This is an optimization exercise on Yosys and OpenROAD, whose aim is a short achievable clock period and few clock cycles, not a production implementation. At most, simulation tests tie the RTL to the original design; equivalence was not proved. Power is estimated from default activity; no workload was simulated.

## cpu_8b
module cpu_8b(
    input wire clk,
    input wire rst,
    output wire halt,
    output wire mem_we,
    output wire [7:0] mem_addr,
    output wire [7:0] mem_wdata,
    input wire [7:0] mem_rdata
);
    reg [7:0] ra, rb;
    reg [7:0] res;        
    reg halted;
    reg [7:0] ir;         
    reg irv;
    reg [7:0] ipc;        
    reg [7:0] ipc1;       
    reg [7:0] ib;         
    reg ibv;
    reg [7:0] aq;         
    reg we;
    reg [7:0] wdata;
    reg pki;              
    reg pa, pb;           
    reg rki;              
    reg la, lb;           
    reg [7:0] rpc;
    reg [7:0] fp;         
    reg jf;               
    assign halt = halted;
    assign mem_we = we;
    assign mem_addr = aq;
    assign mem_wdata = wdata;
    reg [18:0] dv;
    wire [18:0] dv_ib, dv_rd;
    reg [18:0] dvb;       
    assign dv_ib = dvb;
    cpu_dec dec_rd(.i(mem_rdata), .d(dv_rd));
    wire [3:0] off = ir[3:0];
    wire is_add = dv[0];
    wire is_and = dv[1];
  ...
make LEC_CHECK=0 CAP_MARGIN=20 CORE_MARGIN=2 CORE_UTILIZATION=40 SETUP_SLACK_MARGIN=3.3 SLEW_MARGIN=20 SYNTH_HIERARCHICAL=1 TNS_END_PERCENT=100 finish   # period 5.0 ns
run.sh (not shown) runs the stock make flow with config.mk's settings and CLKGATE_MAP_FILE= SYNTH_SCRIPT=/design/flow/synth_recipe.tcl, a recipe that flattens the netlist after the stock synthesis.
The first run completed without violations.
Rerun with:
--- a/flow/design.v
+++ b/flow/design.v
@@ -295,20 +295,19 @@
     wire taken = is_jmp | (is_jz & zf);
     wire irv_e = irv;
     wire ibv_e = ibv;
     wire rki_e = rki;
     wire kill = ex & taken;
     reg stall_r;
     wire stall = stall_r;
     wire ex, exq, exr;
-    reg go;
-    cpu_ex ex0(.v(go), .halted(1'b0), .stall(stall), .ex(ex));
-    cpu_ex ex1(.v(go), .halted(1'b0), .stall(stall), .ex(exq));
-    cpu_ex ex2(.v(go), .halted(1'b0), .stall(stall), .ex(exr));
+    cpu_ex ex0(.v(irv_e), .halted(halted), .stall(stall), .ex(ex));
+    cpu_ex ex1(.v(irv_e), .halted(halted), .stall(stall), .ex(exq));
+    cpu_ex ex2(.v(irv_e), .halted(halted), .stall(stall), .ex(exr));
     wire [7:0] va = la ? mem_rdata : ra;
     wire [7:0] vb = lb ? mem_rdata : rb;
     wire [7:0] r4 = ir[4] ? vb : va;
     wire fwd = (la & reads_a) | (lb & reads_b);
     wire [7:0] ab;
     cpu_add add(.a(ra), .b(rb), .s(ab));
     wire [7:0] s3n = ir[3] ? rb : ra;
     wire [7:0] yadd = x32 ? 8'h00 : {s3n[6:0], 1'b0};
@@ -331,20 +330,19 @@
     cpu_or_and fr_(.g(gsum), .a(ab), .r(qr), .d(n_res));
     function [7:0] addoff(input [7:0] b, input [3:0] o);
         reg [4:0] lo;
         begin
             lo = {1'b0, b[3:0]} + {1'b0, o};
             addoff = {lo[4] ? b[7:4] + 4'd1 : b[7:4], lo[3:0]};
         end
     endfunction
-    wire [7:0] ea, ta, tb;
-    cpu_addoff ao_e(.b(ipc1), .o(off), .s(ea));
-    cpu_addoff ao_a(.b(ra), .o(off), .s(ta));
-    cpu_addoff ao_b(.b(rb), .o(off), .s(tb));
+    wire [7:0] ea = addoff(ipc1, off);
+    wire [7:0] ta = addoff(ra, off);
+    wire [7:0] tb = addoff(rb, off);
     wire [7:0] tgt = ir[4] ? tb : ta;
     reg fi;
     wire [7:0] fpv = jf ? aq + 8'd1 : (fi ? fp + 8'd1 : fp);
     wire n1 = ibv_e | rki_e | pki;
     wire n2 = (ibv_e & rki_e) | (ibv_e & pki) | (rki_e & pki);
     wire n3 = ibv_e & rki_e & pki;
     wire stf = is_st & (o0 | (o1 & n1) | (o2 & n2) | (o3 & n3));
     wire ldf = is_ld & ((o0 & ~n1) | (o1 & n1 & ~n2) | (o2 & n2 & ~n3) | (o3 & n3));
@@ -357,17 +355,16 @@
     wire room1 = ~(e1_1 & e2_1 & fin1);
     wire over0 = irv_e & ibv_e & rki_e;
     wire fin0 = pki & ~over0;
     wire nibv0 = (irv_e & (ibv_e | rki_e)) | (ibv_e & rki_e);
     wire room0 = ~((irv_e | ibv_e | rki_e) & nibv0 & fin0);
     wire take = exq | ~irv_e;
     wire src_ib = ibv_e & ~dib;
     wire hold_ib = ibv_e & ~exq;
-    wire n_irv = (exq ? (e1_1 | e2_1) : (irv_e | ibv_e | rki_e)) & ~kill;
     function stl(input pa_, pb_, la_, lb_, rda, rdb, nfa, nfb);
         stl = (pa_ & rda) | (pb_ & rdb) | (la_ & nfa) | (lb_ & nfb);
     endfunction
     wire pa1 = is_ld & ~ir[4];
     wire pb1 = is_ld & ir[4];
     wire la1 = pa & ~(is_alu & ~ir[4]);
     wire lb1 = pb & ~(is_alu & ir[4]);
     wire use_rd = exq ? ~src_ib : ~irv_e;
@@ -383,17 +380,16 @@
     wire nx_halt = ibv_e ? (ib[7:5] == 3'd7) : (rki_e & (mem_rdata[7:5] == 3'd7));
     wire early_halt = nx_halt & (ibv_e | rki_e) & (~irv_e | (ex & ~is_st & ~taken));
     always @(posedge clk) begin
         if (rst) begin
             ra <= n_ra;
             rb <= n_rb;
             res <= n_res;
             halted <= 1'b0;
-            go <= 1'b0;
             ir <= 8'd0;
             dv <= 19'd0;
             irv <= 1'b0;
             ipc <= 8'd0;
             ipc1 <= 8'd1;
             ib <= 8'd0;
             dvb <= 19'd0;
             ibv <= 1'b0;
@@ -412,18 +408,17 @@
             fi <= 1'b0;
             stall_r <= 1'b0;
         end else begin
             stall_r <= n_stall;
             ra <= n_ra;
             rb <= n_rb;
             res <= n_res;
             if ((ex & is_halt) | early_halt) halted <= 1'b1;
-            go <= n_irv & ~(halted | (ex & is_halt) | early_halt);
-            irv <= n_irv;
+            irv <= (exq ? (e1_1 | e2_1) : (irv_e | ibv_e | rki_e)) & ~kill;
             ibv <= (exq ? (e1_1 & e2_1) : nibv0) & ~kill;
             if (take) begin
                 if (src_ib) begin
                     ir <= ib;
                     dv <= dv_ib;
                     ipc <= ipc1;
                     ipc1 <= ipc1 + 8'd1;
                 end else begin
@@ -529,17 +524,8 @@
     wire is_alu = (op == 3'd0) | (op == 3'd1) | (op == 3'd2);
     wire rd2 = (op == 3'd0) | (op == 3'd1);
     wire rd4 = (op == 3'd4) | (op == 3'd5) | (op == 3'd6);
     wire ra_ = (is_alu & ~i[3]) | (rd2 & ~i[2]) | (rd4 & ~i[4]);
     wire rb_ = (is_alu & i[3]) | (rd2 & i[2]) | (rd4 & i[4]);
     wire nf = (is_add & (i[3] != i[2])) | (op == 3'd5) | (op == 3'd6);
     assign s = (pa & ra_) | (pb & rb_) | (la & ra_ & nf) | (lb & rb_ & nf);
 endmodule
-module cpu_addoff(
-    input wire [7:0] b,
-    input wire [3:0] o,
-    output wire [7:0] s
-);
-    wire [4:0] lo = {1'b0, b[3:0]} + {1'b0, o};
-    wire [3:0] h1 = b[7:4] + 4'd1;
-    assign s = {lo[4] ? h1 : b[7:4], lo[3:0]};
-endmodule
Outcome:
- The changed run finished with timing, DRC and antenna clean
- design area falls by 6.3%
- cell count went down by 3.2%
- wire length drops by 3.2%
- total power came out higher by 24%
- global-route usage goes down by 0.35 points
Testbench counts after the change, summed over its fixed seeds: cycles 36,310.
Function not checked in the first run of this note: the RTL went through the layout flow alone.

==> port drivers added, routing unchanged <==
The results above use ideal ports. As a check the final layouts listed here were re-extracted and re-timed, cells and wires unchanged. Step 1, drivers: a clkbuf_16 drives clk and a buf_2 each remaining input, both assumed. Step 2 moves the port delays by t, midway between the first and last clock arrival at a register: inputs arrive t later, outputs are due t later. That takes back most of the time a late clock gives input paths. Slacks: no drivers / after step 1 / after step 2; pairs: no drivers / after step 1.
run | shift t [ns] | slack for setup (ns) | worst setup path after step 2 | clock arrival spread, ns | pins driven straight from the clock port
the first run | 0.474 | 2.746 / 2.746 / 2.678 | input to register | 0.015 / 0.014 | 1
the second run | 0.475 | 3.003 / 2.955 / 2.604 | input to register | 0.010 / 0.011 | 1
After both steps every run listed still meets setup and hold. For the second run, which loses most, drivers alone change the setup slack by -0.048 ns; drivers and shift together by -0.399 ns.
